Source: an optimization exercise on an open RTL-to-GDS flow (aim: small area and a short achievable clock period). Production flows keep margins and buffers that such runs may drop. Where RTL was checked, it was by simulation tests only, not by an equivalence proof against the original.

== run A ==
## SyncFP32Adder2
module SyncFP32Adder2(
    input wire [31:0] a,
    input wire [31:0] b,
    output wire [31:0] S,
    output wire Overflow,
    input wire clk,
    input wire rst
);
Settings: LEC_CHECK=0, ABC_AREA=1, CAP_MARGIN=20, CORE_MARGIN=2, CORE_UTILIZATION=55, CTS_BUF_LIST=sky130_fd_sc_hd__clkbuf_8, PLACE_DENSITY=0.8, SETUP_SLACK_MARGIN=5, SLEW_MARGIN=20; clock period 9.5 ns.
standard.sh (not shown) runs the stock make flow with config.mk's settings and CLKGATE_MAP_FILE= SYNTH_SCRIPT=/design/flow/synth_recipe.tcl, a recipe that flattens the netlist after the stock synthesis.
==> flow/flow/run.sh <==
#!/bin/bash
set -euo pipefail
export BUFFER_PORTS_ARGS="-buffer_cell sky130_fd_sc_hd__buf_1"
bash standard.sh > make.log 2>&1
Relative to run A, the following input files were edited for run B:
--- a/flow/flow/run.sh
+++ b/flow/flow/run.sh
@@ -2,2 +2,6 @@
 set -euo pipefail
+mkdir -p scripts
+cp -r "$FLOW_HOME/scripts/." scripts/
+cp flow/abc.script scripts/abc_area.script
+export SCRIPTS_DIR="$PWD/scripts"
 export BUFFER_PORTS_ARGS="-buffer_cell sky130_fd_sc_hd__buf_1"
==> flow/flow/abc.script (new file) <==
strash
&get -n
&dch -f
&nf -R 1000
&put
buffer -c
topo
stime -c
upsize -c
dnsize -c
[summary]
[compare] base=run A new=run B: non-clock buffer contribution to total cell area moved up; synthesized cell count moved down; worst slew margin relative to its limit moved down. Delta (run B minus run A): floorplan die area lost 11%. Looking at non-clock buffer total of the final layout across run B and run A, the one that comes out lower is run A. Higher period utilization goes to run B over run A.
Modified inputs, run C compared to run B
- SETUP_SLACK_MARGIN no longer set, was 5
==> flow/flow/run.sh <==
#!/bin/bash
set -euo pipefail
export BUFFER_PORTS_ARGS="-buffer_cell sky130_fd_sc_hd__buf_1"
export SETUP_SLACK_MARGIN=5.3
bash standard.sh > make.log 2>&1
removed: flow/flow/abc.script
==> comparison <==
- Every run (run C and run B) finished clean.
- Run C gives more die boundary width than run B did.
- Delta (run C minus run B): number of setup buffers added after CTS went down.
- Looking at end point of the critical path, the v_q[19] result is from run B; the S[30] one comes from run C.
No functional check of the RTL was part of any run of this note.

---

== lane 1 ==
Another version of the RTL of SyncFP32Adder2 (not shown whole).
Size in the first run: ~1400 cells after synthesis, about 100 flip-flops, roughly 99 I/O pins, ~0.0089 mm² of cells after synthesis.
Settings: LEC_CHECK=0, ABC_AREA=1, CAP_MARGIN=20, CORE_MARGIN=2, CORE_UTILIZATION=55, CTS_BUF_LIST=sky130_fd_sc_hd__clkbuf_8, PLACE_DENSITY=0.8, SLEW_MARGIN=20; clock period 9.5 ns.
==> flow/flow/run.sh <==
#!/bin/bash
set -euo pipefail
export BUFFER_PORTS_ARGS="-buffer_cell sky130_fd_sc_hd__buf_1"
export SETUP_SLACK_MARGIN=5.5
bash standard.sh > make.log 2>&1
Lane 1: no failed stages, no open violations at the end
Input changes introduced in lane 2 (baseline for comparison: lane 1):
Settings: an added SETUP_SLACK_MARGIN of 5.
==> flow/flow/run.sh <==
#!/bin/bash
set -euo pipefail
export BUFFER_PORTS_ARGS="-buffer_cell sky130_fd_sc_hd__buf_1"
bash standard.sh > make.log 2>&1
[summary]
- Compared with lane 1, lane 2 shows a lower total iterations of the first detailed-routing run.
- Relative to lane 1, global-route usage has decreased by 2.3 points in lane 2.
- Changes observed in lane 2 relative to lane 1: area taken by multi-input logic gates shows a reduction of 640 µm², fraction of final layout cells with drive strength greater than 1 lower, total met3 wirelength after detailed routing now sits lower, sequential fraction of the synthesis area roughly the same, arrival time reported for the critical path endpoint rose 140 ps.
Function was not checked in any run of this note: the RTL went through the layout flow alone.

---

## job 9193
The RTL this note starts from:
==> flow/design.v <==
module FP32Adder2_align(
    input  wire [31:0] a,
    input  wire [31:0] b,
    output wire        l_sign,
    output wire [7:0]  l_exp,
    output wire [22:0] l_man,
    output wire        sub,
    output wire [23:0] t_man
);
    wire gt = a[30:0] > b[30:0];
    wire [31:0] L = gt ? a : b;
    wire [31:0] T = gt ? b : a;
    wire [8:0] dab = {1'b0, a[30:23]} - {1'b0, b[30:23]};
    wire [7:0] dba = b[30:23] - a[30:23];
    wire [7:0] d = dab[8] ? dba : dab[7:0];
    wire [23:0] tfull = {|T[30:23], T[22:0]};
    assign t_man  = (|d[7:5]) ? 24'd0 : (tfull >> d[4:0]);
    assign l_sign = L[31];
    assign l_exp  = L[30:23];
    assign l_man  = L[22:0];
    assign sub    = a[31] ^ b[31];
endmodule
module FP32Adder2(
    input  wire        l_sign,
    input  wire [7:0]  l_exp,
    input  wire [22:0] l_man,
    input  wire        sub,
    input  wire [23:0] t_man,
    output wire [31:0] S,
    output wire        l_exp_max
);
    wire [23:0] lm = {|l_exp, l_man};
    wire [24:0] r = sub ? {1'b0, lm} - {1'b0, t_man} : {1'b0, lm} + {1'b0, t_man};
    reg [4:0] lz;
    integer i;
    always @* begin
        lz = 5'd24;
        for (i = 0; i < 24; i = i + 1)
            if (r[i]) lz = 23 - i;
    end
    wire zero  = ~|r[23:0];
    wire quirk = lz >= 5'd13;
    wire [4:0] sh = quirk ? lz - 5'd1 : lz;
    wire [23:0] n = r[23:0] << sh;
    wire [22:0] mant_d = {n[22] & n[23], n[21:0]};
    wire [7:0]  exp_d  = zero ? 8'd0 : l_exp - {3'd0, lz};
    wire [22:0] mant_a = r[24] ? r[23:1] : r[22:0];
    wire [7:0]  exp_a  = l_exp + {7'd0, r[24]};
    assign S = {l_sign, sub ? exp_d : exp_a, sub ? mant_d : mant_a};
    assign l_exp_max = &l_exp;
endmodule
module SyncFP32Adder2(
    input wire [31:0] a,
    input wire [31:0] b,
    output wire [31:0] S,
    output wire Overflow,
    input wire clk,
    input wire rst
);
    wire        l_sign_d, sub_d;
    wire [7:0]  l_exp_d;
    wire [22:0] l_man_d;
    wire [23:0] t_man_d;
    FP32Adder2_align align(
        .a(a), .b(b),
        .l_sign(l_sign_d), .l_exp(l_exp_d), .l_man(l_man_d),
        .sub(sub_d), .t_man(t_man_d)
    );
    reg        l_sign_q, sub_q;
    reg [7:0]  l_exp_q;
    reg [22:0] l_man_q;
    reg [23:0] t_man_q;
    wire [31:0] sum_d;
    wire        l_exp_max_d;
    FP32Adder2 add(
        .l_sign(l_sign_q), .l_exp(l_exp_q), .l_man(l_man_q),
        .sub(sub_q), .t_man(t_man_q),
        .S(sum_d), .l_exp_max(l_exp_max_d)
    );
    reg [31:0] out_S;
    reg        l_exp_max_q;
    always @(posedge clk, posedge rst) begin
        if (rst) begin
            l_sign_q    <= 1'b0;
            sub_q       <= 1'b0;
            l_exp_q     <= 8'd0;
            l_man_q     <= 23'd0;
            t_man_q     <= 24'd0;
            out_S       <= 32'd0;
            l_exp_max_q <= 1'b0;
        end else begin
            l_sign_q    <= l_sign_d;
            sub_q       <= sub_d;
            l_exp_q     <= l_exp_d;
            l_man_q     <= l_man_d;
            t_man_q     <= t_man_d;
            out_S       <= sum_d;
            l_exp_max_q <= l_exp_max_d;
        end
    end
    assign S = out_S;
    assign Overflow = l_exp_max_q | (&out_S[30:23]);
endmodule
Settings: LEC_CHECK=0, ABC_AREA=1, CAP_MARGIN=20, CORE_MARGIN=2, CORE_UTILIZATION=40, SETUP_SLACK_MARGIN=3, SLEW_MARGIN=20; clock period 9.5 ns.
run.sh (not shown) runs the stock make flow with config.mk's settings and CLKGATE_MAP_FILE= SYNTH_SCRIPT=/design/flow/synth_recipe.tcl, a recipe that flattens the netlist after the stock synthesis.
Stock flow here: none of the scripts above is used.
The following lists how job 107 was set up differently from job 9193:
--- a/flow/config.mk
+++ b/flow/config.mk
@@ -7,3 +7,2 @@
 export LEC_CHECK = 0
-export ABC_AREA = 1
 export CAP_MARGIN = 20
@@ -11,3 +10,2 @@
 export CORE_UTILIZATION = 40
-export SETUP_SLACK_MARGIN = 3
 export SLEW_MARGIN = 20
Notes after the runs:
Measured against each other, job 9193 and job 107 differ in final weighted congestion in routability-driven placement, the higher figure coming from job 9193. Run comparison: job 9193 launch point of the worst path t_man_q[1]; job 107 launch point of the worst path t_man_q[5]. Job 107 ends up with a per-cell via count in the routed design that is 0.44 higher than in job 9193. Via count ends up lower on job 107. Job 107 vs job 9193 — area of all placed cells without fillers dropped 73 um2.
--- input diff job 107..job 4954 ---
--- a/flow/config.mk
+++ b/flow/config.mk
@@ -10,2 +10,3 @@
 export CORE_UTILIZATION = 40
+export SETUP_SLACK_MARGIN = 3
 export SLEW_MARGIN = 20
==> run notes <==
- Reported for job 4954 and job 107, synthesized cell count turned out identical to the last digit.
- When the final numbers for job 4954 and job 107 were put side by side, the area added between synthesis and finish turned out to be smaller in job 107.
- There was hardly any difference in routing usage on met2 between job 4954 and job 107.
- Length of routed met2 wiring (job 4954 over job 107): increase, 1.6%
- Final cell count went up slightly going from job 107 to job 4954.
#### Input delta (job 560 over job 4954)
--- a/flow/config.mk
+++ b/flow/config.mk
@@ -10,3 +10,3 @@
 export CORE_UTILIZATION = 40
-export SETUP_SLACK_MARGIN = 3
+export SETUP_SLACK_MARGIN = 5
 export SLEW_MARGIN = 20
Notes after the runs:
Lower detailed-routing wirelength on met1 among job 560 and job 4954: job 4954
Taking job 4954 as the reference, in job 560 average wire length per cell after detail routing higher; final-layout worst hold slack higher.

[afterwards: timing with drivers on the ports]
The results above use ideal ports. As a check the final layouts listed here were re-extracted and re-timed, cells and wires unchanged. Step 1: set_driving_cell puts a clkbuf_16 on clk and a buf_2 on each other input, an assumption about the parent block. Step 2 times the ports against the registers' clock, not the clock port: input delays grow and output delays shrink by t, the midpoint of the rising clock arrivals with the driver on. a / b / c = ideal ports / drivers / drivers and shift; a / b = the first two.
| run | t (ns) | slack for setup (ns) | worst register clock-pin slew, ns | worst data-port slew with drivers (ns) | pins driven straight from the clock port |
|---|---|---|---|---|---|
| run A | 0.404 | 5.188 / 5.149 / 4.856 | 0.09 / 0.09 | 0.04 | 1 |
| run B | 0.418 | 4.698 / 4.698 / 4.285 | 0.10 / 0.10 | 0.06 | 1 |
| run C | 0.407 | 5.296 / 5.262 / 5.045 | 0.10 / 0.10 | 0.04 | 1 |
| lane 1 | 0.422 | 5.279 / 5.241 / 5.127 | 0.11 / 0.11 | 0.05 | 1 |
| lane 2 | 0.413 | 5.144 / 5.102 / 4.822 | 0.11 / 0.11 | 0.05 | 1 |
| job 9193 | 0.406 | 3.368 / 3.368 / 3.242 | 0.07 / 0.07 | 0.05 | 1 |
| job 107 | 0.402 | 1.783 / 1.783 / 1.783 | 0.08 / 0.08 | 0.04 | 1 |
| job 4954 | 0.406 | 3.268 / 3.268 / 2.964 | 0.08 / 0.08 | 0.04 | 1 |
| job 560 | 0.402 | 3.669 / 3.669 / 3.669 | 0.07 / 0.07 | 0.06 | 1 |
After both steps every run listed still meets setup and hold. For run B, which loses most, drivers alone change the setup slack by 0.000 ns; drivers and shift together by -0.413 ns.
